This is an optimization exercise on Yosys and OpenROAD, whose aim is small area, a short achievable clock period and few clock cycles, not a production implementation.
Only simulation tests tie the RTL to the original design; equivalence was not proved.
No activity file was given, so power comes from the tool's default toggle rates.

### flow/config.mk
export PLATFORM = sky130hd
export DESIGN_NAME = TPU
export DESIGN_NICKNAME = TPU
export VERILOG_FILES = /design/flow/design.v
export SDC_FILE = /design/flow/constraint.sdc
export NUM_CORES = 4
export LEC_CHECK = 0
export CAP_MARGIN = 20
export CORE_MARGIN = 2
export CORE_UTILIZATION = 60
export SLEW_MARGIN = 20
### flow/constraint.sdc
create_clock -name core_clock -period 10.0 [get_ports {clk}]
set_input_delay 2.0000 -clock core_clock [delete_from_list [all_inputs] [get_ports {clk}]]
set_output_delay 2.0000 -clock core_clock [all_outputs]
set_load 0.01 [all_outputs]
### flow/design.v
module PE (
    input  wire        clk,
    input  wire        first,
    input  wire [3:0]  one,    
    input  wire [3:0]  two,    
    input  wire [3:0]  neg,    
    input  wire [7:0]  b,
    output reg  [15:0] S,
    output reg  [15:0] C,
    output reg  [15:0] H,
    output reg  [1:0]  Q
  );
  wire pp_0_0 = (one[0] & b[0]) ^ neg[0];
  wire pp_0_1 = ((one[0] & b[1]) | (two[0] & b[0])) ^ neg[0];
  wire pp_0_2 = ((one[0] & b[2]) | (two[0] & b[1])) ^ neg[0];
  wire pp_0_3 = ((one[0] & b[3]) | (two[0] & b[2])) ^ neg[0];
  wire pp_0_4 = ((one[0] & b[4]) | (two[0] & b[3])) ^ neg[0];
  wire pp_0_5 = ((one[0] & b[5]) | (two[0] & b[4])) ^ neg[0];
  wire pp_0_6 = ((one[0] & b[6]) | (two[0] & b[5])) ^ neg[0];
  wire pp_0_7 = ((one[0] & b[7]) | (two[0] & b[6])) ^ neg[0];
  wire pp_0_8 = ~(((one[0] & b[7]) | (two[0] & b[7])) ^ neg[0]);
  wire pp_1_0 = (one[1] & b[0]) ^ neg[1];
  wire pp_1_1 = ((one[1] & b[1]) | (two[1] & b[0])) ^ neg[1];
  wire pp_1_2 = ((one[1] & b[2]) | (two[1] & b[1])) ^ neg[1];
  wire pp_1_3 = ((one[1] & b[3]) | (two[1] & b[2])) ^ neg[1];
  wire pp_1_4 = ((one[1] & b[4]) | (two[1] & b[3])) ^ neg[1];
  wire pp_1_5 = ((one[1] & b[5]) | (two[1] & b[4])) ^ neg[1];
  wire pp_1_6 = ((one[1] & b[6]) | (two[1] & b[5])) ^ neg[1];
  wire pp_1_7 = ((one[1] & b[7]) | (two[1] & b[6])) ^ neg[1];
  wire pp_1_8 = ~(((one[1] & b[7]) | (two[1] & b[7])) ^ neg[1]);
  wire pp_2_0 = (one[2] & b[0]) ^ neg[2];
  wire pp_2_1 = ((one[2] & b[1]) | (two[2] & b[0])) ^ neg[2];
  wire pp_2_2 = ((one[2] & b[2]) | (two[2] & b[1])) ^ neg[2];
  wire pp_2_3 = ((one[2] & b[3]) | (two[2] & b[2])) ^ neg[2];
  wire pp_2_4 = ((one[2] & b[4]) | (two[2] & b[3])) ^ neg[2];
  wire pp_2_5 = ((one[2] & b[5]) | (two[2] & b[4])) ^ neg[2];
  wire pp_2_6 = ((one[2] & b[6]) | (two[2] & b[5])) ^ neg[2];
  wire pp_2_7 = ((one[2] & b[7]) | (two[2] & b[6])) ^ neg[2];
  wire pp_2_8 = ~(((one[2] & b[7]) | (two[2] & b[7])) ^ neg[2]);
  wire pp_3_0 = (one[3] & b[0]) ^ neg[3];
  wire pp_3_1 = ((one[3] & b[1]) | (two[3] & b[0])) ^ neg[3];
  wire pp_3_2 = ((one[3] & b[2]) | (two[3] & b[1])) ^ neg[3];
  wire pp_3_3 = ((one[3] & b[3]) | (two[3] & b[2])) ^ neg[3];
  wire pp_3_4 = ((one[3] & b[4]) | (two[3] & b[3])) ^ neg[3];
  wire pp_3_5 = ((one[3] & b[5]) | (two[3] & b[4])) ^ neg[3];
  wire pp_3_6 = ((one[3] & b[6]) | (two[3] & b[5])) ^ neg[3];
  wire pp_3_7 = ((one[3] & b[7]) | (two[3] & b[6])) ^ neg[3];
  wire pp_3_8 = ~(((one[3] & b[7]) | (two[3] & b[7])) ^ neg[3]);
  wire sg_0 = S[0] & ~first;
  wire cg_0 = C[0] & ~first;
  wire sg_1 = S[1] & ~first;
  wire cg_1 = C[1] & ~first;
  wire sg_2 = S[2] & ~first;
  wire cg_2 = C[2] & ~first;
  wire sg_3 = S[3] & ~first;
  wire cg_3 = C[3] & ~first;
  wire sg_4 = S[4] & ~first;
  wire cg_4 = C[4] & ~first;
  wire sg_5 = S[5] & ~first;
  wire cg_5 = C[5] & ~first;
  wire sg_6 = S[6] & ~first;
  wire cg_6 = C[6] & ~first;
  wire sg_7 = S[7] & ~first;
  wire cg_7 = C[7] & ~first;
  wire sg_8 = S[8] & ~first;
  wire cg_8 = C[8] & ~first;
  wire sg_9 = S[9] & ~first;
  wire cg_9 = C[9] & ~first;
  wire sg_10 = S[10] & ~first;
  wire cg_10 = C[10] & ~first;
  wire sg_11 = S[11] & ~first;
  wire cg_11 = C[11] & ~first;
  wire sg_12 = S[12] & ~first;
  wire cg_12 = C[12] & ~first;
  wire sg_13 = S[13] & ~first;
  wire cg_13 = C[13] & ~first;
  wire sg_14 = S[14] & ~first;
  wire cg_14 = C[14] & ~first;
  wire sg_15 = S[15] & ~first;
  wire cg_15 = C[15] & ~first;
  wire hs_1 = pp_0_6 ^ pp_1_4;
  wire hc_1 = pp_0_6 & pp_1_4;
  wire hs_2 = pp_0_7 ^ pp_1_5;
  wire hc_2 = pp_0_7 & pp_1_5;
  wire fs_3 = pp_0_8 ^ pp_1_6 ^ pp_2_4;
  wire fc_3 = (pp_0_8 & pp_1_6) | (pp_0_8 & pp_2_4) | (pp_1_6 & pp_2_4);
  wire hs_4 = pp_1_7 ^ pp_2_5;
  wire hc_4 = pp_1_7 & pp_2_5;
  wire hs_5 = pp_0_2 ^ pp_1_0;
  wire hc_5 = pp_0_2 & pp_1_0;
  wire hs_6 = pp_0_3 ^ pp_1_1;
  wire hc_6 = pp_0_3 & pp_1_1;
  wire fs_7 = pp_0_4 ^ pp_1_2 ^ pp_2_0;
  wire fc_7 = (pp_0_4 & pp_1_2) | (pp_0_4 & pp_2_0) | (pp_1_2 & pp_2_0);
  wire hs_8 = neg[2] ^ sg_4;
  wire hc_8 = neg[2] & sg_4;
  wire fs_9 = pp_0_5 ^ pp_1_3 ^ pp_2_1;
  wire fc_9 = (pp_0_5 & pp_1_3) | (pp_0_5 & pp_2_1) | (pp_1_3 & pp_2_1);
  wire hs_10 = sg_5 ^ cg_5;
  wire hc_10 = sg_5 & cg_5;
  wire fs_11 = hs_1 ^ pp_2_2 ^ pp_3_0;
  wire fc_11 = (hs_1 & pp_2_2) | (hs_1 & pp_3_0) | (pp_2_2 & pp_3_0);
  wire fs_12 = neg[3] ^ sg_6 ^ cg_6;
  wire fc_12 = (neg[3] & sg_6) | (neg[3] & cg_6) | (sg_6 & cg_6);
  wire fs_13 = hs_2 ^ pp_2_3 ^ pp_3_1;
  wire fc_13 = (hs_2 & pp_2_3) | (hs_2 & pp_3_1) | (pp_2_3 & pp_3_1);
  wire fs_14 = sg_7 ^ cg_7 ^ hc_1;
  wire fc_14 = (sg_7 & cg_7) | (sg_7 & hc_1) | (cg_7 & hc_1);
  wire fs_15 = fs_3 ^ pp_3_2 ^ 1'b1;
  wire fc_15 = (fs_3 & pp_3_2) | (fs_3 & 1'b1) | (pp_3_2 & 1'b1);
  wire fs_16 = sg_8 ^ cg_8 ^ hc_2;
  wire fc_16 = (sg_8 & cg_8) | (sg_8 & hc_2) | (cg_8 & hc_2);
  wire fs_17 = hs_4 ^ pp_3_3 ^ 1'b1;
  wire fc_17 = (hs_4 & pp_3_3) | (hs_4 & 1'b1) | (pp_3_3 & 1'b1);
  wire fs_18 = sg_9 ^ cg_9 ^ fc_3;
  wire fc_18 = (sg_9 & cg_9) | (sg_9 & fc_3) | (cg_9 & fc_3);
  wire fs_19 = pp_1_8 ^ pp_2_6 ^ pp_3_4;
  wire fc_19 = (pp_1_8 & pp_2_6) | (pp_1_8 & pp_3_4) | (pp_2_6 & pp_3_4);
  wire fs_20 = sg_10 ^ cg_10 ^ hc_4;
  wire fc_20 = (sg_10 & cg_10) | (sg_10 & hc_4) | (cg_10 & hc_4);
  wire fs_21 = pp_2_7 ^ pp_3_5 ^ 1'b1;
  wire fc_21 = (pp_2_7 & pp_3_5) | (pp_2_7 & 1'b1) | (pp_3_5 & 1'b1);
  wire hs_22 = sg_11 ^ cg_11;
  wire hc_22 = sg_11 & cg_11;
  wire fs_23 = pp_2_8 ^ pp_3_6 ^ sg_12;
  wire fc_23 = (pp_2_8 & pp_3_6) | (pp_2_8 & sg_12) | (pp_3_6 & sg_12);
  wire hs_24 = pp_3_7 ^ 1'b1;
  wire hc_24 = pp_3_7 & 1'b1;
  wire hs_25 = pp_0_0 ^ neg[0];
  wire hc_25 = pp_0_0 & neg[0];
  wire hs_26 = pp_0_1 ^ sg_1;
  wire hc_26 = pp_0_1 & sg_1;
  wire fs_27 = hs_5 ^ neg[1] ^ sg_2;
  wire fc_27 = (hs_5 & neg[1]) | (hs_5 & sg_2) | (neg[1] & sg_2);
  wire fs_28 = hs_6 ^ sg_3 ^ cg_3;
  wire fc_28 = (hs_6 & sg_3) | (hs_6 & cg_3) | (sg_3 & cg_3);
  wire fs_29 = fs_7 ^ hs_8 ^ cg_4;
  wire fc_29 = (fs_7 & hs_8) | (fs_7 & cg_4) | (hs_8 & cg_4);
  wire fs_30 = fs_9 ^ hs_10 ^ fc_7;
  wire fc_30 = (fs_9 & hs_10) | (fs_9 & fc_7) | (hs_10 & fc_7);
  wire fs_31 = fs_11 ^ fs_12 ^ fc_9;
  wire fc_31 = (fs_11 & fs_12) | (fs_11 & fc_9) | (fs_12 & fc_9);
  wire fs_32 = fs_13 ^ fs_14 ^ fc_11;
  wire fc_32 = (fs_13 & fs_14) | (fs_13 & fc_11) | (fs_14 & fc_11);
  wire fs_33 = fs_15 ^ fs_16 ^ fc_13;
  wire fc_33 = (fs_15 & fs_16) | (fs_15 & fc_13) | (fs_16 & fc_13);
  wire fs_34 = fs_17 ^ fs_18 ^ fc_15;
  wire fc_34 = (fs_17 & fs_18) | (fs_17 & fc_15) | (fs_18 & fc_15);
  wire fs_35 = fs_19 ^ fs_20 ^ fc_17;
  wire fc_35 = (fs_19 & fs_20) | (fs_19 & fc_17) | (fs_20 & fc_17);
  wire fs_36 = fs_21 ^ hs_22 ^ fc_19;
  wire fc_36 = (fs_21 & hs_22) | (fs_21 & fc_19) | (hs_22 & fc_19);
  wire fs_37 = fs_23 ^ cg_12 ^ fc_21;
  wire fc_37 = (fs_23 & cg_12) | (fs_23 & fc_21) | (cg_12 & fc_21);
  wire fs_38 = hs_24 ^ sg_13 ^ cg_13;
  wire fc_38 = (hs_24 & sg_13) | (hs_24 & cg_13) | (sg_13 & cg_13);
  wire fs_39 = pp_3_8 ^ sg_14 ^ cg_14;
  wire fc_39 = (pp_3_8 & sg_14) | (pp_3_8 & cg_14) | (sg_14 & cg_14);
  wire hs_40 = 1'b1 ^ sg_15;
  wire hc_40 = 1'b1 & sg_15;
  wire hs_41 = hs_25 ^ sg_0;
  wire hc_41 = hs_25 & sg_0;
  wire fs_42 = hs_26 ^ cg_1 ^ hc_25;
  wire fc_42 = (hs_26 & cg_1) | (hs_26 & hc_25) | (cg_1 & hc_25);
  wire fs_43 = fs_27 ^ cg_2 ^ hc_26;
  wire fc_43 = (fs_27 & cg_2) | (fs_27 & hc_26) | (cg_2 & hc_26);
  wire fs_44 = fs_28 ^ hc_5 ^ fc_27;
  wire fc_44 = (fs_28 & hc_5) | (fs_28 & fc_27) | (hc_5 & fc_27);
  wire fs_45 = fs_29 ^ hc_6 ^ fc_28;
  wire fc_45 = (fs_29 & hc_6) | (fs_29 & fc_28) | (hc_6 & fc_28);
  wire fs_46 = fs_30 ^ hc_8 ^ fc_29;
  wire fc_46 = (fs_30 & hc_8) | (fs_30 & fc_29) | (hc_8 & fc_29);
  wire fs_47 = fs_31 ^ hc_10 ^ fc_30;
  wire fc_47 = (fs_31 & hc_10) | (fs_31 & fc_30) | (hc_10 & fc_30);
  wire fs_48 = fs_32 ^ fc_12 ^ fc_31;
  wire fc_48 = (fs_32 & fc_12) | (fs_32 & fc_31) | (fc_12 & fc_31);
  wire fs_49 = fs_33 ^ fc_14 ^ fc_32;
  wire fc_49 = (fs_33 & fc_14) | (fs_33 & fc_32) | (fc_14 & fc_32);
  wire fs_50 = fs_34 ^ fc_16 ^ fc_33;
  wire fc_50 = (fs_34 & fc_16) | (fs_34 & fc_33) | (fc_16 & fc_33);
  wire fs_51 = fs_35 ^ fc_18 ^ fc_34;
  wire fc_51 = (fs_35 & fc_18) | (fs_35 & fc_34) | (fc_18 & fc_34);
  wire fs_52 = fs_36 ^ fc_20 ^ fc_35;
  wire fc_52 = (fs_36 & fc_20) | (fs_36 & fc_35) | (fc_20 & fc_35);
  wire fs_53 = fs_37 ^ hc_22 ^ fc_36;
  wire fc_53 = (fs_37 & hc_22) | (fs_37 & fc_36) | (hc_22 & fc_36);
  wire fs_54 = fs_38 ^ fc_23 ^ fc_37;
  wire fc_54 = (fs_38 & fc_23) | (fs_38 & fc_37) | (fc_23 & fc_37);
  wire fs_55 = fs_39 ^ hc_24 ^ fc_38;
  wire fc_55 = (fs_39 & hc_24) | (fs_39 & fc_38) | (hc_24 & fc_38);
  wire fs_56 = hs_40 ^ cg_15 ^ fc_39;
  wire fc_56 = (hs_40 & cg_15) | (hs_40 & fc_39) | (cg_15 & fc_39);
  always @(posedge clk)
  begin
    S[0] <= hs_41;
    C[0] <= cg_0;
    S[1] <= fs_42;
    C[1] <= hc_41;
    S[2] <= fs_43;
    C[2] <= fc_42;
    S[3] <= fs_44;
    C[3] <= fc_43;
    S[4] <= fs_45;
    C[4] <= fc_44;
    S[5] <= fs_46;
    C[5] <= fc_45;
    S[6] <= fs_47;
    C[6] <= fc_46;
    S[7] <= fs_48;
    C[7] <= fc_47;
    S[8] <= fs_49;
    C[8] <= fc_48;
    S[9] <= fs_50;
    C[9] <= fc_49;
    S[10] <= fs_51;
    C[10] <= fc_50;
    S[11] <= fs_52;
    C[11] <= fc_51;
    S[12] <= fs_53;
    C[12] <= fc_52;
    S[13] <= fs_54;
    C[13] <= fc_53;
    S[14] <= fs_55;
    C[14] <= fc_54;
    S[15] <= fs_56;
    C[15] <= fc_55;
    Q <= {fc_56, hc_40};
    H <= first ? 16'd0 : H + {15'd0, Q[0]} + {15'd0, Q[1]};
  end
endmodule
module systolic_array_4x8 (
  input  wire         clk,
  input  wire         first,
  input  wire [47:0]  a_enc,    
  input  wire [63:0]  b_bus,    
  input  wire [2:0]   wsel,     
  input  wire [15:0]  wn,       
  output reg  [127:0] c_row
  );
  wire [15:0] S [0:31];
  wire [15:0] C [0:31];
  wire [15:0] H [0:31];
  wire [1:0]  Q [0:31];
  genvar r, c;
  generate
    for (r = 0; r < 4; r = r + 1) begin : g_row
      for (c = 0; c < 8; c = c + 1) begin : g_col
        PE pe (.clk(clk), .first(first),
               .one(a_enc[47-12*r -: 4]), .two(a_enc[43-12*r -: 4]), .neg(a_enc[39-12*r -: 4]),
               .b(b_bus[63-8*c -: 8]),
               .S(S[r*8+c]), .C(C[r*8+c]), .H(H[r*8+c]), .Q(Q[r*8+c]));
      end
    end
  endgenerate
  reg [15:0] rS [0:3];
  reg [15:0] rC [0:3];
  reg [15:0] rH [0:3];
  reg [1:0]  rQ [0:3];
  reg [15:0] rN;
  integer j;
  always @(posedge clk)
  begin
    rN <= wn;
    for (j = 0; j < 4; j = j + 1)
    begin
      rS[j] <= S[{wsel, j[1:0]}];
      rC[j] <= C[{wsel, j[1:0]}];
      rH[j] <= H[{wsel, j[1:0]}];
      rQ[j] <= Q[{wsel, j[1:0]}];
    end
  end
  genvar q;
  generate
    for (q = 0; q < 4; q = q + 1) begin : g_out
      wire [1:0]  qv = {1'b0, rQ[q][0]} + {1'b0, rQ[q][1]} + 2'd1;
      wire [15:0] nn = ~rN;
      wire [15:0] hs = rH[q] ^ nn ^ {14'd0, qv};
      wire [15:0] hc = (rH[q] & nn) | (rH[q] & {14'd0, qv}) | (nn & {14'd0, qv});
      wire [16:0] lo  = {1'b0, rS[q]} + {1'b0, rC[q]};
      wire [15:0] hi0 = hs + {hc[14:0], 1'b0};
      wire [15:0] hi1 = hs + {hc[14:0], 1'b1};
      always @*
        c_row[127-32*q -: 32] = {lo[16] ? hi1 : hi0, lo[15:0]};
    end
  endgenerate
endmodule
module TPU(
    input         clk,
    input         rst_n,
    input         in_valid,
    input  [15:0] K,
    input  [7:0]  M,
    input  [7:0]  N,
    output reg    busy,
    output        A_wr_en,
    output [15:0] A_index,
    output [31:0] A_data_in,
    input  [31:0] A_data_out,
    output        B_wr_en,
    output [15:0] B_index0,
    output [15:0] B_index1,
    output [31:0] B_data_in,
    input  [31:0] B_data_out0,
    input  [31:0] B_data_out1,
    output        C_wr_en,
    output [15:0] C_index,
    output [127:0] C_data_in,
    input  [127:0] C_data_out
  );
  assign A_wr_en   = 1'b0;
  assign B_wr_en   = 1'b0;
  assign A_data_in = 32'd0;
  assign B_data_in = 32'd0;
  wire [7:0]  M_s = {M[7:1], M[0] | ~|M[7:1]};
  wire [7:0]  N_s = {N[7:1], N[0] | ~|N[7:1]};
  wire [15:0] K_s = {K[15:1], K[0] | ~|K[15:1]};
  reg [7:0]  Mr, Nr;
  reg [15:0] Kr;
  reg [7:0]  blkN;         
  reg [15:0] Kp1, K1m;     
  reg        run;          
  reg [15:0] krem;         
  reg [2:0]  bub;          
  reg        tfirst;       
  reg        jfirst;       
  reg        newcol;       
  reg [7:0]  i_rm, i_cn;   
  reg [15:0] a_idx, b_idx0, b_idx1;
  reg        v0, f0, l0;
  reg [7:0]  mask0;
  assign A_index  = a_out;
  assign B_index0 = b_out0;
  assign B_index1 = b_out1;
  wire [2:0] i_mq1 = (i_rm >= 8'd4) ? 3'd3 : (i_rm[2:0] - 3'd1);    
  wire       i_h2  = (i_cn > 8'd4);
  wire [2:0] i_w1  = i_h2 ? {i_mq1[1:0], 1'b1} : i_mq1;              
  wire [7:0] i_mask;
  genvar gi;
  generate
    for (gi = 0; gi < 8; gi = gi + 1) begin : g_mask
      assign i_mask[7-gi] = (i_cn > gi);
    end
  endgenerate
  wire        slot    = run && (bub == 3'd0);
  wire        lastk   = (krem == 16'd1);
  wire [15:0] b_step  = tfirst ? (newcol ? Kp1 : K1m) : 16'd1;
  wire [15:0] a_st  = (jfirst || (tfirst && newcol)) ? 16'd0 : a_idx + 16'd1;
  wire [15:0] b0_st = jfirst ? 16'd0 : b_idx0 + b_step;
  wire [15:0] b1_st = jfirst ? Kr    : b_idx1 + b_step;
  wire [15:0] a_nx  = slot ? a_st  : a_idx;
  wire [15:0] b0_nx = slot ? b0_st : b_idx0;
  wire [15:0] b1_nx = slot ? b1_st : b_idx1;
  reg  [15:0] a_out, b_out0, b_out1;
  always @(posedge clk)
  begin
    a_idx  <= a_nx;
    b_idx0 <= b0_nx;
    b_idx1 <= b1_nx;
    a_out  <= a_st;
    b_out0 <= b0_st;
    b_out1 <= b1_st;
    if (slot)
      mask0 <= i_mask;
  end
  wire start = in_valid && !busy;
  always @(posedge clk or negedge rst_n)
  begin
    if (!rst_n)
    begin
      run <= 1'b0;
      v0 <= 1'b0;
      f0 <= 1'b0;
      l0 <= 1'b0;
    end
    else
    begin
      v0 <= slot;
      f0 <= slot && tfirst;
      l0 <= slot && lastk;
      if (start)
        run <= 1'b1;
      else if (slot && lastk && i_rm <= 8'd4 && i_cn <= 8'd8)
        run <= 1'b0;
    end
  end
  always @(posedge clk)
  begin
    if (start)
    begin
      krem   <= K_s;
      bub    <= 3'd0;
      tfirst <= 1'b1;
      jfirst <= 1'b1;
      newcol <= 1'b1;
      i_rm   <= M_s;
      i_cn   <= N_s;
    end
    else if (run)
    begin
      if (bub != 3'd0)
        bub <= bub - 3'd1;
      else
      begin
        tfirst <= 1'b0;
        jfirst <= 1'b0;
        if (lastk)
        begin
          krem   <= Kr;
          tfirst <= 1'b1;
          bub    <= i_w1;
          if (i_rm > 8'd4)
          begin
            i_rm   <= i_rm - 8'd4;
            newcol <= 1'b0;
          end
          else
          begin
            i_rm   <= Mr;
            i_cn   <= i_cn - 8'd8;
            newcol <= 1'b1;
          end
        end
        else
          krem <= krem - 16'd1;
      end
    end
  end
  reg [47:0] a_enc;        
  function [11:0] booth8;
    input [7:0] x;
    integer k;
    reg [8:0] y;
    begin
      y = {x, 1'b0};
      for (k = 0; k < 4; k = k + 1)
      begin
        booth8[8+k] = y[2*k+1] ^ y[2*k];
        booth8[4+k]  = (y[2*k+2] & ~y[2*k+1] & ~y[2*k]) | (~y[2*k+2] & y[2*k+1] & y[2*k]);
        booth8[k]    = y[2*k+2];
      end
    end
  endfunction
  reg [63:0] b_reg;
  reg        f1, l1;
  integer j;
  always @(posedge clk)
  begin
    for (j = 0; j < 4; j = j + 1)
      a_enc[47-12*j -: 12] <= booth8(A_data_out[31-8*j -: 8]);
    for (j = 0; j < 4; j = j + 1)
    begin
      b_reg[63-8*j -: 8] <= (v0 && mask0[7-j]) ? B_data_out0[31-8*j -: 8] : 8'd0;
      b_reg[31-8*j -: 8] <= (v0 && mask0[3-j]) ? B_data_out1[31-8*j -: 8] : 8'd0;
    end
  end
  always @(posedge clk or negedge rst_n)
  begin
    if (!rst_n)
    begin
      f1 <= 1'b0;
      l1 <= 1'b0;
    end
    else
    begin
      f1 <= f0;
      l1 <= l0;
    end
  end
  reg  [2:0]   wsel;
  reg  [15:0]  w_n;         
  wire [127:0] c_row;
  systolic_array_4x8 SA (
    .clk  (clk),
    .first(f1),
    .a_enc(a_enc),
    .b_bus(b_reg),
    .wsel (wsel),
    .wn   (w_n),
    .c_row(c_row)
  );
  reg  [7:0]  t_rm, t_cn;   
  reg  [15:0] t_base;       
  reg  [7:0]  t_colbase;    
  reg         w_act;        
  reg  [1:0]  w_r;
  reg         w_h;
  reg  [2:0]  w_left;       
  reg         w_H;          
  reg         w_final;      
  reg  [15:0] w_ptr;        
  reg         fin, fin_d;
  reg         w_act_d;
  reg  [15:0] w_idx_d;
  reg         c_wr_en_r;
  reg  [15:0] c_idx_r;
  reg  [127:0] c_din_r;
  assign C_wr_en   = c_wr_en_r;
  assign C_index   = c_idx_r;
  assign C_data_in = c_din_r;
  wire       t_lrb = (t_rm <= 8'd4);        
  wire       t_lcp = (t_cn <= 8'd8);        
  wire       t_H   = (t_cn > 8'd4);
  wire [2:0] t_mq  = t_lrb ? t_rm[2:0] : 3'd4;
  always @*
    wsel = {w_r, w_h};
  always @(posedge clk)
  begin
    c_din_r <= c_row;
    w_idx_d <= w_ptr + {15'd0, w_h};
    c_idx_r <= w_idx_d;
  end
  always @(posedge clk or negedge rst_n)
  begin
    if (!rst_n)
    begin
      busy <= 1'b0;
      w_act <= 1'b0;
      fin <= 1'b0;
      fin_d <= 1'b0;
      w_act_d <= 1'b0;
      c_wr_en_r <= 1'b0;
    end
    else
    begin
      w_act_d <= w_act;
      c_wr_en_r <= w_act_d;
      fin <= w_act && (w_left == 3'd1) && w_final;
      fin_d <= fin;
      if (start)
        busy <= 1'b1;
      else if (fin_d)
        busy <= 1'b0;
      if (l1)
        w_act <= 1'b1;
      else if (w_act && (w_left == 3'd1))
        w_act <= 1'b0;
    end
  end
  always @(posedge clk)
  begin
    blkN <= (Nr + 8'd3) >> 2;
    Kp1  <= Kr + 16'd1;
    K1m  <= 16'd1 - Kr;
    if (start)
    begin
      Mr <= M_s;
      Nr <= N_s;
      Kr <= K_s;
      t_rm <= M_s;
      t_cn <= N_s;
      t_base <= 16'd0;
      t_colbase <= 8'd0;
    end
    if (w_act)
    begin
      w_left <= w_left - 3'd1;
      w_n    <= w_n + 16'd1;
      if (w_H && !w_h)
        w_h <= 1'b1;
      else
      begin
        w_h   <= 1'b0;
        w_r   <= w_r + 2'd1;
        w_ptr <= w_ptr + {8'd0, blkN};
      end
    end
    if (l1)
    begin
      w_r     <= 2'd0;
      w_h     <= 1'b0;
      w_left  <= t_H ? {t_mq[1:0], 1'b0} : t_mq;
      w_n     <= Kr;
      w_H     <= t_H;
      w_final <= t_lrb && t_lcp;
      w_ptr   <= t_base;
      if (t_lrb)
      begin
        t_rm      <= Mr;
        t_cn      <= t_cn - 8'd8;
        t_colbase <= t_colbase + 8'd2;
        t_base    <= {8'd0, t_colbase} + 16'd2;
      end
      else
      begin
        t_rm   <= t_rm - 8'd4;
        t_base <= t_base + {6'd0, blkN, 2'b00};
      end
    end
  end
endmodule
### flow/flow/run.sh
#!/bin/bash
# Layout flow: the standard ORFS flow (standard synthesis unchanged), with
# timing repair (floorplan, CTS, global route) aiming for SETUP_MARGIN ns of
# setup slack at the design's clock period, so that the layout is repaired
# towards a shorter achieved period. Everything else is standard.sh.
set -euo pipefail
SETUP_MARGIN=6.5
bash standard.sh SETUP_SLACK_MARGIN=$SETUP_MARGIN finish > make_finish.log 2>&1
### flow/standard.sh
#!/bin/bash
# synth_recipe.tcl (not shown) runs the flow's synth.tcl, then flattens the netlist and writes it again
# the make line also repeats each setting of config.mk as NAME=value (left out here)
make -C /OpenROAD-flow-scripts/flow DESIGN_CONFIG=/design/flow/config.mk WORK_HOME=/design/flow/orfs CLKGATE_MAP_FILE= SYNTH_SCRIPT=/design/flow/synth_recipe.tcl "${@:-finish}"
==> flow_metrics.env, run 1 <==
export IMPL_whs_ps=325.5
export IMPL_drt_pass1_iterations=8
export IMPL_via_count=118348
export IMPL_layout_commonest_cell="dfxtp_1"
export IMPL_slew_violations=0
export IMPL_dp_hpwl_um=351000
export IMPL_holdBufCountCts=0
export IMPL_cts_buffers=291
export IMPL_rsz0062_at_grt="yes"
export IMPL_clock_path_buffers=4
export IMPL_largestRegisters="SA.g_row.g_col.pe.C: 512 flops, SA.g_row.g_col.pe.H: 512 flops, SA.g_row.g_col.pe.S: 512 flops"
export IMPL_critPathMostFrequentCell="buf_4"
export IMPL_first_iter_violations=12518
export IMPL_cp_buffers_inverters=2
export IMPL_skew_ps=99.87
export IMPL_max_freq_mhz=279.2
export IMPL_yosys_warnings=11
export IMPL_clock_sinks=2391
export IMPL_tightest_slew_ps=1230
export IMPL_portBuffers=324
export IMPL_hold_path_class="reg2reg"
export IMPL_whs_path_depth=0
export IMPL_hold_viol=0
export IMPL_vias_per_cell=6.169
export IMPL_leakage_nw=75.05
export IMPL_synth_edff_count=185
export IMPL_fin_setup_tns_ps=0
export IMPL_io_pins=519
export IMPL_place_congestion=0.9424
export IMPL_start_kind="flop"
export IMPL_synthCells=15590
export IMPL_cp_max_fo=30
export IMPL_avgSynthCellArea_um2=9.701
export IMPL_power_mw=52.44
export IMPL_finalCriticalPeriod_ps=3582
export IMPL_layout_common_cells="dfxtp_1, inv_1, fa_1"
export IMPL_grt_pass1_vias=122452
export IMPL_slowest_delay_ps=700
export IMPL_ys_ff_latch=2391
export IMPL_tritoncts="yes"
export IMPL_cp_arrival_ps=4370
export IMPL_critPathCaptureType="flop"
export IMPL_worstPathRequired_ps=10790
export IMPL_peakVddDrop_mv=0.2352
export IMPL_synthToLayoutAreaGrowth_pct=12.05
export IMPL_cp_top_family="buffers and inverters"
export IMPL_yosysSeqAreaShare=0.3291
export IMPL_grt_max_degree=196
export IMPL_syn_area_um2=151200
export IMPL_antenna_found_initial=52
export IMPL_fin_crit_sh=0.3582
export IMPL_crit_cells=6
export IMPL_avgRoutedWirePerCell_um=28.68
export IMPL_path_cells="nand2_2 > buf_4 > nor2_4 > buf_4 > a22oi_1 > a31oi_1"
export IMPL_grt_first_pass_wirelength_um=790900
export IMPL_wl_um=550300
export IMPL_nets=17860
export IMPL_die_x_um=506.0
export IMPL_yosysUniqueCellTypes=91
export IMPL_synth_ff_type="dfxtp_1"
export IMPL_clk_latency_ps=1010
export IMPL_rr_worst_depth=6
export IMPL_die_area_um2=256100
export IMPL_max_slew_margin_rel=0.1798
export IMPL_std_cell_rows=184
export IMPL_status="no timing/DRC/antenna violations"
export IMPL_cts_root_buf="clkbuf_16"
export IMPL_cap_violations=0
export IMPL_start_util=0.6027
export IMPL_ant_nets=0
export IMPL_setup_viol=0
export IMPL_core_um2=250900
export IMPL_path_clk_slew_ps=60
export IMPL_cpMaxStageDelayCell="buf_4"
export IMPL_drive_gt1_frac=0.09185
export IMPL_htree_levels=5
export IMPL_path_class="reg2reg"
export IMPL_die_h_um=506.0
export IMPL_async_flop_share=0.005019
export IMPL_power_density_nw_per_um2=309.4
export IMPL_drc=0
export IMPL_grt_total_usage=0.4188
export IMPL_grt_overflow=0
-- timing repair --
item,CTS,global route
setup endpoints to repair,1389,322
gates resized for setup,1064,116
buffers inserted,73,51
pin swaps,21,29
cloned,8,12
-- report_power, final --
part | total, mW | leakage [nW] | switching [mW] | internal, mW
combinational | 25.3 | 50.1 | 14.9 | 10.4
clock | 11.2 | 4.82 | 4.42 | 6.82
sequential | 15.9 | 20.2 | 2.36 | 13.6
total | 52.4 | 75.0 | 21.7 | 30.8
-- worst register-to-register path, stage by stage (launching register included) --
cell and delay [ps]:
dfxtp_4 680, nand2_2 300, buf_4 450, nor2_4 420, buf_4 700, a22oi_1 370
a31oi_1 490
-- worst paths after layout --
check                                          from                   to  slack [ps]
worst min-delay path             w_idx_d[1]$_DFF_P_   c_idx_r[1]$_DFF_P_         330
worst min register to register   w_idx_d[1]$_DFF_P_   c_idx_r[1]$_DFF_P_         330
max in group asynchronous                     rst_n         f1$_DFF_PN0_        8110
min in group asynchronous                     rst_n         f1$_DFF_PN0_        1410
worst max register to register  w_r[1]$_SDFFE_PP0P_  SA.rQ[0][0]$_DFF_P_        6420
worst max-delay path            w_r[1]$_SDFFE_PP0P_  SA.rQ[0][0]$_DFF_P_        6420
-- metal layers --
metal / global-route usage / vias to the layer above / routed length [um]
li1: - / 50360 / -
met1: 0.5235 / 58505 / 201300
met2: 0.6241 / 7400 / 234500
met3: 0.1391 / 2037 / 73970
met4: 0.2646 / 46 / 40160
met5: 0 / - / 391
-- area by class of cell --
type                            instances  area [um^2]
Multi-Input combinational cell      10188        90550
Fill cell                           19814        81490
Sequential cell                      2391        50030
Clock buffer                          404         8356
Inverter                             2007         7586
Timing Repair Buffer                  692         6994
Tap cell                             3348         4189
Clock inverter                        104         1619
Antenna cell                           51        127.6
-- metrics by stage --
step / utilization / setup WS [ps] / cell area [um^2] / cells
final: 0.6753 / 6418 / 169500 / 19185
after global routing: 0.6748 / 6426 / 169300 / 19138
after CTS: 0.6695 / 6360 / 168000 / 19070
after detailed placement: 0.6248 / 5349 / 156800 / 18481
after global placement: 0.6247 / 5379 / 156800 / 18480
after floorplan: - / 6493 / 151500 / 15655
-- logic make-up after synthesis --
family,Yosys count,synth area share
flip-flops,2391,0.3291
buffers and inverters,3077,0.07803
multiplexers,317,0.02867
adder cells (fa/ha/maj),2030,0.2343
XOR/XNOR,1775,0.1028
AND/OR/NAND/NOR,3646,0.1209
AO/OA/AOI/OAI,2353,0.1062
other,1,0.00002480
-- Yosys cell counts (43+ instances only) --
master | instances | area share
a31oi_1 | 77 | 0.0032
xor2_1 | 712 | 0.041
clkbuf_1 | 796 | 0.020
o221ai_1 | 88 | 0.0051
xnor2_1 | 1063 | 0.062
and3_1 | 176 | 0.0073
nand2_1 | 784 | 0.019
buf_4 | 66 | 0.0033
inv_1 | 2000 | 0.050
or3_1 | 90 | 0.0037
o21ai_0 | 338 | 0.011
edfxtp_1 | 185 | 0.037
a21o_1 | 62 | 0.0031
nor2_1 | 915 | 0.023
nand2b_1 | 508 | 0.021
nor2b_1 | 665 | 0.028
dfxtp_1 | 2194 | 0.29
mux2i_1 | 111 | 0.0073
a221oi_1 | 55 | 0.0032
buf_1 | 205 | 0.0051
nand3_1 | 262 | 0.0087
a22oi_1 | 996 | 0.049
fa_1 | 1336 | 0.18
a21oi_1 | 418 | 0.014
mux4_2 | 80 | 0.012
mux2_2 | 124 | 0.0092
nand4_1 | 66 | 0.0027
nor3_1 | 43 | 0.0014
ha_1 | 694 | 0.057
Testbench counts, summed over its fixed seeds: cycles 577,824.
==> run 2, diff against run 1 <==
--- a/flow/flow/run.sh
+++ b/flow/flow/run.sh
@@ -5,4 +5,4 @@
 # towards a shorter achieved period. Everything else is standard.sh.
 set -euo pipefail
-SETUP_MARGIN=6.5
+SETUP_MARGIN=6.4
 bash standard.sh SETUP_SLACK_MARGIN=$SETUP_MARGIN finish > make_finish.log 2>&1
==> run 2 against run 1 <==
  * Still clean on timing, DRC and antenna
  * Combinational power is essentially flat
  * Die area did not move
  * Sequential cell count did not move
  * Fmax is 1.3% lower
  * Synthesized cell count stayed put
  * Sequential share of layout area rose by 0.20 points
  * Non-clock buffer count fell by 73
  * Via count shrank 1.4%
  * Clock-buffer cell count shrank 2
  * Register-to-register slack worse by 50 ps
  * Wire length shrank 3.4%
  * Critical endpoint is now SA.rS[3][10]$_DFF_P_
  * Largest cell class unchanged
  * Largest power group unchanged
==> flow_metrics.env, run 2 <==
export IMPL_via_count=116718
export IMPL_tightest_slew_ps=1238
export IMPL_path_clk_slew_ps=60
export IMPL_syn_area_um2=151200
export IMPL_place_congestion=0.9375
export IMPL_cts_root_buf="clkbuf_16"
export IMPL_path_class="reg2reg"
export IMPL_grt_max_degree=247
export IMPL_yosys_top_cells_count="dfxtp_1, inv_1, fa_1"
export IMPL_path_cells="buf_4 > buf_4 > mux2_2 > a221oi_1 > a31oi_1 > a221oi_1 > nor2_1"
export IMPL_core_um2=250900
export IMPL_grt_pass1_vias=121254
export IMPL_slew_violations=0
export IMPL_std_cell_rows=184
export IMPL_drc=0
export IMPL_io_pins=519
export IMPL_synth_top_area_cell="dfxtp_1"
export IMPL_synthToLayoutAreaGrowth_pct=11.25
export IMPL_grt_total_usage=0.4094
export IMPL_grt_overflow=0
export IMPL_netlist_top_cells_area="dfxtp_1, fa_1, xnor2_1"
export IMPL_power_density_nw_per_um2=307.2
export IMPL_start_util=0.6027
export IMPL_setup_viol=0
export IMPL_hold_path_class="reg2reg"
export IMPL_cp_buffers_inverters=2
export IMPL_antenna_found_initial=43
export IMPL_peakVddDrop_mv=0.2173
export IMPL_htree_levels=5
export IMPL_vias_per_cell=6.115
export IMPL_yosys_warnings=11
export IMPL_hold_viol=0
export IMPL_fin_ws_ps=6372
export IMPL_skew_ps=93.96
export IMPL_drt_pass1_iterations=9
export IMPL_utilization=0.6705
export IMPL_rsz0062_at_grt="yes"
export IMPL_die_area_um2=256100
export IMPL_whs_ps=317.2
export IMPL_r2r_start="w_r[1]$_SDFFE_PP0P_"
export IMPL_layout_commonest_cell="dfxtp_1"
export IMPL_slowest_delay_ps=770
export IMPL_avgRoutedWirePerCell_um=27.86
export IMPL_yosysSeqAreaShare=0.3291
export IMPL_place_ws_ps=5558
export IMPL_leakage_nw=74.49
export IMPL_die_h_um=506.0
export IMPL_holdBufCountCts=0
export IMPL_tritoncts="yes"
export IMPL_cpMaxStageDelayCell="dfxtp_4"
export IMPL_drive_gt1_frac=0.07410
export IMPL_status="no timing/DRC/antenna violations"
export IMPL_max_freq_mhz=275.7
export IMPL_ys_ff_latch=2391
export IMPL_synth_top_area_share=0.2904
export IMPL_nets=17784
export IMPL_layout_common_cells="dfxtp_1, inv_1, fa_1"
export IMPL_cts_buffers=289
export IMPL_first_iter_violations=12788
export IMPL_dp_hpwl_um=346100
export IMPL_power_mw=51.69
export IMPL_synth_most_common_cell="dfxtp_1"
export IMPL_synth_ff_type="dfxtp_1"
export IMPL_max_slew_margin_rel=0.1746
export IMPL_cap_violations=0
export IMPL_startpoint="w_r[1]$_SDFFE_PP0P_"
export IMPL_synth_edff_count=185
export IMPL_ant_nets=0
export IMPL_die_x_um=506.0
export IMPL_clk_latency_ps=950
export IMPL_fin_crit_sh=0.3628
export IMPL_clock_path_buffers=4
export IMPL_largestRegisters="SA.g_row.g_col.pe.C: 512 flops, SA.g_row.g_col.pe.H: 512 flops, SA.g_row.g_col.pe.S: 512 flops"
export IMPL_cp_top_family="compound AO/OA/AOI/OAI gates"
export IMPL_start_kind="flop"
export IMPL_avgSynthCellArea_um2=9.701
export IMPL_finalCriticalPeriod_ps=3628
export IMPL_cp_arrival_ps=4410
export IMPL_portBuffers=324
export IMPL_grt_first_pass_wirelength_um=779000
export IMPL_synthCells=15590
export IMPL_yosysUniqueCellTypes=91
export IMPL_clock_sinks=2391
export IMPL_wl_um=531700
export IMPL_worstPathRequired_ps=10790
export IMPL_async_flop_share=0.005019
export IMPL_min_from="w_idx_d[9]$_DFF_P_"
export IMPL_cp_max_fo=28
export IMPL_fin_setup_tns_ps=0
export IMPL_critPathCaptureType="flop"
[run 2: changes by cell type in the layout (fill, tap and decap cells not counted), moves of 6 or more]
cell and delta:
buf_2 -171, dlygate4sd2_1 +169, buf_4 -52, clkinv_2 +22, bufinv_16 -17, clkinvlp_4 -17
clkbuf_16 -13, clkdlybuf4s15_2 +12, buf_6 -9, diode_2 -9, dfxtp_4 -7, buf_16 -6
dfxtp_1 +6
[run 2: per-layer routing]
metal,GRT usage,part of all wire
met5,0,0.00044
met2,0.6099,0.43
met1,0.5243,0.38
met4,0.2373,0.067
met3,0.1301,0.13
[run 2: final timing paths]
path / end / slack [ps] / depth (start not counted)
min in group asynchronous: c_wr_en_r$_DFF_PN0_ / 1580 / 1
hold / removal: c_idx_r[9]$_DFF_P_ / 320 / 0
setup / recovery: SA.rS[3][10]$_DFF_P_ / 6370 / 7
hold reg to reg: c_idx_r[9]$_DFF_P_ / 320 / 0
setup reg to reg: SA.rS[3][10]$_DFF_P_ / 6370 / 7
max in group asynchronous: f1$_DFF_PN0_ / 7770 / 1
[run 2: cell type report]
type                    count  area, um^2
flip-flops and latches   2391       50000
repair buffers            619        6660
clock buffers             402        8272
diodes                     42       105.1
multi-input cells       10187       90370
clock inverters            90        1082
fillers                 20059       82690
well taps                3348        4189
inverters                2007        7572
[run 2: cell families (layout without fill, tap and decap cells)]
family,after synthesis,count (layout),synth area share
AOI/OAI and AO/OA,2353,2353,0.1062
xor gates and xnor gates,1775,1775,0.1028
DFF,2391,2391,0.3291
and+or+nand+nor,3646,3646,0.1209
muxes,317,317,0.02867
buffers and inverters,3077,3118,0.07803
adders and majority gates,2030,2030,0.2343
other,1,108,0.00002480
[run 2: repair_timing]
| item | in CTS | in global routing |
|---|---|---|
| buffers inserted | 40 | 27 |
| resized for setup | 459 | 96 |
| pin swaps | 11 | 16 |
| endpoints found under the setup margin | 1167 | 224 |
| gates cloned | 3 | 4 |
[run 2: power breakdown]
group          switching (mW)  internal (mW)
clock network            4.33           6.30
registers                2.34           13.6
logic                    14.8           10.3
total                    21.5           30.2
[run 2: per-stage QoR]
stage               std cells  cell area (um^2)
global route            19049            168200
global placement        18476            156700
floorplan               15655            151500
finish                  19086            168300
detailed placement      18476            156700
CTS                     19011            167300
==> run 3, diff against run 2 <==
--- a/flow/design.v
+++ b/flow/design.v
@@ -234,5 +234,5 @@
   input  wire [47:0]  a_enc,    
   input  wire [63:0]  b_bus,    
-  input  wire [2:0]   wsel,     
+  input  wire [7:0]   wsel,     
   input  wire [15:0]  wn,       
   output reg  [127:0] c_row
@@ -258,5 +258,26 @@
   reg [1:0]  rQ [0:3];
   reg [15:0] rN;
-  integer j;
+  integer j, m;
+  reg [15:0] pS [0:3];
+  reg [15:0] pC [0:3];
+  reg [15:0] pH [0:3];
+  reg [1:0]  pQ [0:3];
+  always @*
+  begin
+    for (j = 0; j < 4; j = j + 1)
+    begin
+      pS[j] = 16'd0;
+      pC[j] = 16'd0;
+      pH[j] = 16'd0;
+      pQ[j] = 2'd0;
+      for (m = 0; m < 8; m = m + 1)
+      begin
+        pS[j] = pS[j] | (S[4*m+j] & {16{wsel[m]}});
+        pC[j] = pC[j] | (C[4*m+j] & {16{wsel[m]}});
+        pH[j] = pH[j] | (H[4*m+j] & {16{wsel[m]}});
+        pQ[j] = pQ[j] | (Q[4*m+j] & {2{wsel[m]}});
+      end
+    end
+  end
   always @(posedge clk)
   begin
@@ -264,8 +285,8 @@
     for (j = 0; j < 4; j = j + 1)
     begin
-      rS[j] <= S[{wsel, j[1:0]}];
-      rC[j] <= C[{wsel, j[1:0]}];
-      rH[j] <= H[{wsel, j[1:0]}];
-      rQ[j] <= Q[{wsel, j[1:0]}];
+      rS[j] <= pS[j];
+      rC[j] <= pC[j];
+      rH[j] <= pH[j];
+      rQ[j] <= pQ[j];
     end
   end
@@ -467,5 +488,5 @@
     end
   end
-  reg  [2:0]   wsel;
+  reg  [7:0]   wsel;        
   reg  [15:0]  w_n;         
   wire [127:0] c_row;
@@ -502,6 +523,8 @@
   wire       t_H   = (t_cn > 8'd4);
   wire [2:0] t_mq  = t_lrb ? t_rm[2:0] : 3'd4;
-  always @*
-    wsel = {w_r, w_h};
+  wire       w_h_nx = l1 ? 1'b0 : (w_act ? (w_H && !w_h) : w_h);
+  wire [1:0] w_r_nx = l1 ? 2'd0 : ((w_act && !(w_H && !w_h)) ? w_r + 2'd1 : w_r);
+  always @(posedge clk)
+    wsel <= 8'd1 << {w_r_nx, w_h_nx};
   always @(posedge clk)
   begin
--- a/flow/flow/run.sh
+++ b/flow/flow/run.sh
@@ -5,4 +5,4 @@
 # towards a shorter achieved period. Everything else is standard.sh.
 set -euo pipefail
-SETUP_MARGIN=6.4
+SETUP_MARGIN=6.5
 bash standard.sh SETUP_SLACK_MARGIN=$SETUP_MARGIN finish > make_finish.log 2>&1
==> run 3 against run 2 <==
  * Power is 3.0% lower
  * Critical path depth is 6 lower
  * Largest cell class unchanged
  * Sequential cell count up 8
  * Sequential share of layout area increased by 0.86 points
  * First-iteration DRC count decreased by 3.2%
  * Largest power group unchanged
  * Worst hold slack better by 8.1 ps
  * Wire length shrank 7.5%
==> flow_metrics.env, run 3 <==
export IMPL_status="no timing/DRC/antenna violations"
export IMPL_cts_buffers=285
export IMPL_avgRoutedWirePerCell_um=26.60
export IMPL_grt_pass1_vias=117499
export IMPL_first_iter_violations=12377
export IMPL_clk_latency_ps=960
export IMPL_largestRegisters="SA.g_row.g_col.pe.C: 512 flops, SA.g_row.g_col.pe.H: 512 flops, SA.g_row.g_col.pe.S: 512 flops"
export IMPL_whs_path_depth=0
export IMPL_portBuffers=324
export IMPL_whs_ps=325.4
export IMPL_start_util=0.6030
export IMPL_via_count=113586
export IMPL_reg2reg_to="SA.g_row[2].g_col[1].pe.S[7]$_DFF_P_"
export IMPL_cts_root_buf="clkbuf_16"
export IMPL_wl_um=492000
export IMPL_regToRegSetupSlack_ps=6500
export IMPL_nets=17342
export IMPL_critPathCaptureType="output pin"
export IMPL_netlist_top_cells_area="dfxtp_1, fa_1, a22oi_1"
export IMPL_finalCriticalPeriod_ps=3546
export IMPL_hold_path_class="reg2reg"
export IMPL_async_flop_share=0.005002
export IMPL_fin_area_um2=164400
export IMPL_drc=0
export IMPL_cp_max_fo=1
export IMPL_ys_ff_latch=2399
export IMPL_crit_cells=1
export IMPL_core_um2=245900
export IMPL_layout_commonest_cell="dfxtp_1"
export IMPL_yosys_top_cells_count="dfxtp_1, inv_1, a22oi_1"
export IMPL_placed_area_um2=153100
export IMPL_fillers=19510
export IMPL_slew_violations=0
export IMPL_path_clk_slew_ps=60
export IMPL_switching_share=0.4100
export IMPL_synth_top_area_share=0.2972
export IMPL_synthCells=15170
export IMPL_cp_buffers_inverters=1
export IMPL_power_mw=50.17
export IMPL_peakVddDrop_mv=0.1896
export IMPL_clkPwrFrac=0.211
export IMPL_worstPathRequired_ps=8000
export IMPL_die_area_um2=251200
export IMPL_yosysUniqueCellTypes=94
export IMPL_yosysSeqAreaShare=0.3367
export IMPL_cpMaxStageDelayCell="dfrtp_1"
export IMPL_tightest_slew_ps=1175
export IMPL_min_from="w_idx_d[10]$_DFF_P_"
export IMPL_synth_most_common_cell="dfxtp_1"
export IMPL_synth_edff_count=185
export IMPL_layout_common_cells="dfxtp_1, inv_1, a22oi_1"
export IMPL_syn_area_um2=148300
export IMPL_start_kind="flop"
export IMPL_die_h_um=501.2
export IMPL_power_density_nw_per_um2=305.1
export IMPL_ant_nets=0
export IMPL_max_freq_mhz=282.0
export IMPL_path_cells="buf_2"
export IMPL_synth_top_area_cell="dfxtp_1"
export IMPL_max_slew_margin_rel=0.2165
export IMPL_yosys_warnings=19
export IMPL_p_int_mw=29.60
export IMPL_r2r_start="a_enc[12]$_DFF_P_"
export IMPL_slowest_delay_ps=440
export IMPL_antenna_found_initial=34
export IMPL_cap_violations=0
export IMPL_switchingPower_mw=20.57
export IMPL_die_x_um=501.2
export IMPL_stdcell_count=18494
export IMPL_avgSynthCellArea_um2=9.777
export IMPL_fin_crit_sh=0.3546
export IMPL_grt_max_degree=232
export IMPL_dp_hpwl_um=316600
export IMPL_io_pins=519
export IMPL_place_congestion=0.9511
export IMPL_grt_overflow=0
export IMPL_path_class="reg2out"
export IMPL_min_to="c_idx_r[10]$_DFF_P_"
export IMPL_combPwrFrac=0.467
export IMPL_rsz0062_at_grt="yes"
export IMPL_drt_pass1_iterations=6
export IMPL_dp_cells=17875
export IMPL_vias_per_cell=6.142
export IMPL_std_cell_rows=182
export IMPL_tritoncts="yes"
export IMPL_grt_first_pass_wirelength_um=730200
export IMPL_synthToLayoutAreaGrowth_pct=10.88
export IMPL_hold_viol=0
export IMPL_cp_top_family="flip-flops"
export IMPL_grt_total_usage=0.3850
export IMPL_clock_path_buffers=4
export IMPL_p_seq_frac=0.322
export IMPL_leakage_nw=71.79
export IMPL_setup_viol=0
export IMPL_clock_sinks=2399
export IMPL_cp_arrival_ps=1550
export IMPL_htree_levels=5
export IMPL_rr_worst_depth=8
export IMPL_synth_ff_type="dfxtp_1"
export IMPL_fin_setup_tns_ps=0
export IMPL_skew_ps=92.73
export IMPL_drive_gt1_frac=0.07283
[run 3: worst max path at each step]
stage	startpoint	end	slack [ps]
floorplan	a_enc[25]$_DFF_P_	SA.g_row[1].g_col[1].pe.S[7]$_DFF_P_	6490
global placement	newcol$_SDFFE_PP1P_	b_idx1[15]$_DFFE_PP_	5460
detailed placement	newcol$_SDFFE_PP1P_	b_idx1[15]$_DFFE_PP_	5470
CTS	c_wr_en_r$_DFF_PN0_	C_wr_en	6390
global route	c_wr_en_r$_DFF_PN0_	C_wr_en	6420
finish	c_wr_en_r$_DFF_PN0_	C_wr_en	6450
[run 3: through the flow]
stage               setup WS [ps]    util
floorplan                    6493       -
global placement             5458  0.6224
detailed placement           5474  0.6224
CTS                          6394  0.6652
global route                 6418  0.6685
finish                       6454  0.6686
[run 3: metal layers]
| metal | track usage | up-vias | part of all wire |
|---|---|---|---|
| li1 | - | 49228 | - |
| met1 | 0.4927 | 56222 | 0.38 |
| met2 | 0.5963 | 6384 | 0.44 |
| met3 | 0.09250 | 1728 | 0.11 |
| met4 | 0.2225 | 24 | 0.070 |
| met5 | 0 | - | 0.00026 |
[run 3: cell type report]
type,instances,area (um^2),area share
clock buffers,394,8123,0.04940
inverters,1976,7435,0.04521
repair buffers,579,6121,0.03722
flip-flops and latches,2399,50290,0.3058
clock inverters,95,1184,0.007198
repair inverters,1,5.005,0.00003043
diodes,19,47.55,0.0002891
well taps,3220,4029,0.02450
multi-input cells,9811,87210,0.5303
[run 3: logic make-up after synthesis]
family	after synthesis	synth area share
DFF	2399	0.3367
adders and majority gates	2030	0.2389
muxes	39	0.002792
AOI/OAI and AO/OA	2407	0.1151
other	1	0.00002528
xor gates and xnor gates	1765	0.1042
and+or+nand+nor	3504	0.1240
buffers and inverters	3025	0.07826
[run 3: timing repair]
action | 4_1_cts | 5_1_grt
gates cloned | 3 | 9
hold buffers | 0 | 0
setup endpoints to repair | 1290 | 526
resized for setup | 970 | 111
pin swaps | 15 | 9
buffers inserted | 62 | 37
[run 3: power by group through the flow]
stage | logic (mW) | registers (mW) | clock network, mW
after global placement | 21.7 | 16.3 | 0
after detailed placement | 22.8 | 16.3 | 0
after floorplan | 16.1 | 15.1 | 0
final | 23.4 | 16.2 | 10.6
after global routing | 27.0 | 16.5 | 11.0
after CTS | 23.2 | 16.1 | 10.6
Testbench counts of run 3, summed over its fixed seeds: cycles 577,824.
==> run 4, diff against run 3 <==
--- a/flow/flow/run.sh
+++ b/flow/flow/run.sh
@@ -5,4 +5,4 @@
 # towards a shorter achieved period. Everything else is standard.sh.
 set -euo pipefail
-SETUP_MARGIN=6.5
+SETUP_MARGIN=6.6
 bash standard.sh SETUP_SLACK_MARGIN=$SETUP_MARGIN finish > make_finish.log 2>&1
==> run 4 against run 3 <==
  * Still clean
  * Global-route usage grew 1.4 points
  * Fmax increased by 1.6%
  * Sequential cell count unchanged
  * Cell area grew 1.2%
  * Cell count grew 0.39%
  * Clock skew up 4.7 ps
  * Critical path type is now reg2reg
  * Critical endpoint is now SA.rC[1][12]$_DFF_P_
  * Largest cell class unchanged
==> flow_metrics.env, run 4 <==
export IMPL_status="no timing/DRC/antenna violations"
export IMPL_max_slew_margin_rel=0.2111
export IMPL_p_seq_frac=0.321
export IMPL_fin_area_um2=166400
export IMPL_clock_path_buffers=4
export IMPL_cpMaxStageDelayCell="dfxtp_4"
export IMPL_start_util=0.6030
export IMPL_path_class="reg2reg"
export IMPL_whs_path_depth=0
export IMPL_wl_met3_um=63180
export IMPL_first_iter_violations=12801
export IMPL_cts_buffers=288
export IMPL_yosysUniqueCellTypes=94
export IMPL_setup_viol=0
export IMPL_nets=17411
export IMPL_synth_most_common_cell="dfxtp_1"
export IMPL_grt_first_pass_wirelength_um=750300
export IMPL_core_um2=245900
export IMPL_path_cells="buf_6 > buf_4 > a22oi_1 > nand4_1"
export IMPL_path_clk_slew_ps=60
export IMPL_hold_viol=0
export IMPL_slowest_delay_ps=1070
export IMPL_tightest_slew_ps=1175
export IMPL_fin_setup_tns_ps=0
export IMPL_via_count=114090
export IMPL_reg2reg_to="SA.rC[1][12]$_DFF_P_"
export IMPL_drc=0
export IMPL_place_ws_ps=5319
export IMPL_yosys_warnings=19
export IMPL_route_met2_wl_um=218900
export IMPL_start_kind="flop"
export IMPL_io_pins=519
export IMPL_dp_hpwl_um=319400
export IMPL_critPathCaptureType="flop"
export IMPL_ys_ff_latch=2399
export IMPL_async_flop_share=0.005002
export IMPL_die_h_um=501.2
export IMPL_grt_overflow=0
export IMPL_grt_total_usage=0.3993
export IMPL_synthCells=15170
export IMPL_avgSynthCellArea_um2=9.777
export IMPL_muxShareOfSynthArea=0.002792
export IMPL_layout_common_cells="dfxtp_1, inv_1, a22oi_1"
export IMPL_die_x_um=501.2
export IMPL_fin_ws_ps=6511
export IMPL_syn_area_um2=148300
export IMPL_avgRoutedWirePerCell_um=27.66
export IMPL_power_density_nw_per_um2=304.0
export IMPL_die_area_um2=251200
export IMPL_worstPathRequired_ps=10740
export IMPL_clkPwrFrac=0.212
export IMPL_netlist_top_cells_area="dfxtp_1, fa_1, a22oi_1"
export IMPL_whs_ps=322.2
export IMPL_tritoncts="yes"
export IMPL_drt_pass1_iterations=6
export IMPL_cp_arrival_ps=4230
export IMPL_synth_compound_area_frac=0.1151
export IMPL_holdBufCountCts=0
export IMPL_synth_ff_type="dfxtp_1"
export IMPL_htree_levels=5
export IMPL_peakVddDrop_mv=0.2147
export IMPL_switchingPower_mw=20.69
export IMPL_slew_violations=0
export IMPL_r2r_start="wsel[4]$_SDFF_PN0_"
export IMPL_placed_area_um2=153000
export IMPL_max_freq_mhz=286.6
export IMPL_routed_top_layer="met5"
export IMPL_regToRegSetupSlack_ps=6510
export IMPL_min_to="c_idx_r[12]$_DFF_P_"
export IMPL_synth_top_area_cell="dfxtp_1"
export IMPL_clk_latency_ps=960
export IMPL_synthToLayoutAreaGrowth_pct=12.22
export IMPL_synth_edff_count=185
export IMPL_grt_max_degree=217
export IMPL_clock_sinks=2399
export IMPL_cts_root_buf="clkbuf_16"
export IMPL_synth_adder_area_share=0.2389
export IMPL_ant_nets=0
export IMPL_combPwrFrac=0.467
export IMPL_place_congestion=0.9450
export IMPL_power_mw=50.60
export IMPL_portBuffers=324
export IMPL_synthXorXnorAreaFrac=0.1042
export IMPL_grt_pass1_vias=117409
export IMPL_leakage_nw=72.76
export IMPL_wl_um=513600
export IMPL_cp_max_fo=53
export IMPL_synth_top_family_by_area="adder cells"
export IMPL_yosysSeqAreaShare=0.3367
export IMPL_hold_path_class="reg2reg"
export IMPL_largestRegisters="SA.g_row.g_col.pe.C: 512 flops, SA.g_row.g_col.pe.H: 512 flops, SA.g_row.g_col.pe.S: 512 flops"
export IMPL_yosys_top_cells_count="dfxtp_1, inv_1, a22oi_1"
export IMPL_rsz0062_at_grt="yes"
export IMPL_yosys_area_share_simple=0.1240
export IMPL_switching_share=0.4088
export IMPL_antenna_found_initial=21
export IMPL_finalCriticalPeriod_ps=3489
export IMPL_std_cell_rows=182
export IMPL_rr_worst_depth=4
export IMPL_layout_commonest_cell="dfxtp_1"
export IMPL_min_from="w_idx_d[12]$_DFF_P_"
export IMPL_p_int_mw=29.92
export IMPL_synth_top_area_share=0.2972
export IMPL_fin_crit_sh=0.3489
export IMPL_vias_per_cell=6.145
export IMPL_wl_met1_um=195900
export IMPL_skew_ps=97.48
export IMPL_drive_gt1_frac=0.08369
export IMPL_cap_violations=0
-- run 4: through the flow --
step           cells    util
2_1_floorplan  15235       -
3_3_place_gp   17871  0.6222
3_5_place_dp   17872  0.6222
4_1_cts        18477  0.6701
5_1_grt        18552  0.6766
6_report       18567  0.6768
-- run 4: how the worst max path moves through the flow --
stage | slack, ps | depth (start not counted) | to | from
floorplan | 6490 | 10 | SA.g_row[1].g_col[1].pe.S[7]$_DFF_P_ | a_enc[25]$_DFF_P_
global placement | 5370 | 9 | SA.g_row[3].g_col[7].pe.S[9]$_DFF_P_ | a_enc[4]$_DFF_P_
detailed placement | 5320 | 9 | SA.g_row[3].g_col[5].pe.S[9]$_DFF_P_ | a_enc[4]$_DFF_P_
CTS | 6480 | 1 | C_data_in[4] | c_din_r[4]$_DFF_P_
global route | 6480 | 1 | C_wr_en | c_wr_en_r$_DFF_PN0_
finish | 6510 | 4 | SA.rC[1][12]$_DFF_P_ | wsel[4]$_SDFF_PN0_
-- run 4: routing by layer --
metal | vias to the layer above | global-route usage
met5 | - | 0
met4 | 12 | 0.2236
met3 | 1679 | 0.1216
met2 | 6821 | 0.5946
met1 | 56227 | 0.5175
li1 | 49351 | -
-- run 4: final cells by class --
type,instances,area [um^2]
Inverter,1976,7433
Clock inverter,95,1144
Timing Repair Buffer,646,7721
Multi-Input combinational cell,9811,87300
Antenna cell,17,42.54
Clock buffer,403,8369
Sequential cell,2399,50400
Fill cell,19326,79490
Tap cell,3220,4029
-- run 4: logic make-up after synthesis --
kind of cell	Yosys count
adders and majority gates	2030
DFF	2399
AOI/OAI and AO/OA	2407
other	1
muxes	39
buffers and inverters	3025
xor gates and xnor gates	1765
and+or+nand+nor	3504
-- run 4: power groups by stage --
stage                     Clock [mW]  Sequential [mW]  Combinational [mW]
final                           10.7             16.2                23.6
after global routing            11.2             16.5                27.1
after CTS                       10.8             16.2                23.3
after detailed placement           0             16.3                22.7
after global placement             0             16.3                21.6
after floorplan                    0             15.1                16.1
-- run 4: repair_timing --
action / in CTS / in global routing
gates cloned: 13 / 17
pin swaps: 21 / 20
endpoints found under the setup margin: 1120 / 401
resized for setup: 1179 / 166
buffers inserted: 94 / 55
endpoints found under the hold margin: 0 / 0
-- run 4: critical path, delay by kind of cell (launching register included) --
| family | cells | cell delay, ps |
|---|---|---|
| simple gates | 1 | 410 |
| buf+inv | 2 | 1360 |
| flops | 1 | 1070 |
| compound gates | 1 | 300 |

what the ideal ports hide:
No port has a modelled driver above. Below, the same layouts with a new extraction and two added sets of constraints. Step 1 (the two cells are an assumption about what drives the block):
set clk [get_ports {clk}]
set_driving_cell -lib_cell sky130_fd_sc_hd__clkbuf_16 $clk
set_driving_cell -lib_cell sky130_fd_sc_hd__buf_2 [delete_from_list [all_inputs] $clk]
Step 2 also shifts input and output timing later by t, the mid clock arrival at the registers, as if the neighbouring blocks saw the same clock. a / b / c = no drivers / after step 1 / after step 2; a / b = the first two.
run | t, ns | slack for setup (ns) | clock arrival spread, ns
run 1 | 1.066 | 6.418 / 6.361 / 5.750 | 0.102 / 0.102
run 2 | 1.000 | 6.372 / 6.350 / 5.691 | 0.095 / 0.095
run 3 | 1.024 | 6.454 / 6.350 / 5.731 | 0.097 / 0.097
run 4 | 1.018 | 6.511 / 6.425 / 5.819 | 0.103 / 0.103
After both steps every run listed still meets setup and hold. For run 3, which loses most, drivers alone change the setup slack by -0.104 ns; drivers and shift together by -0.723 ns.
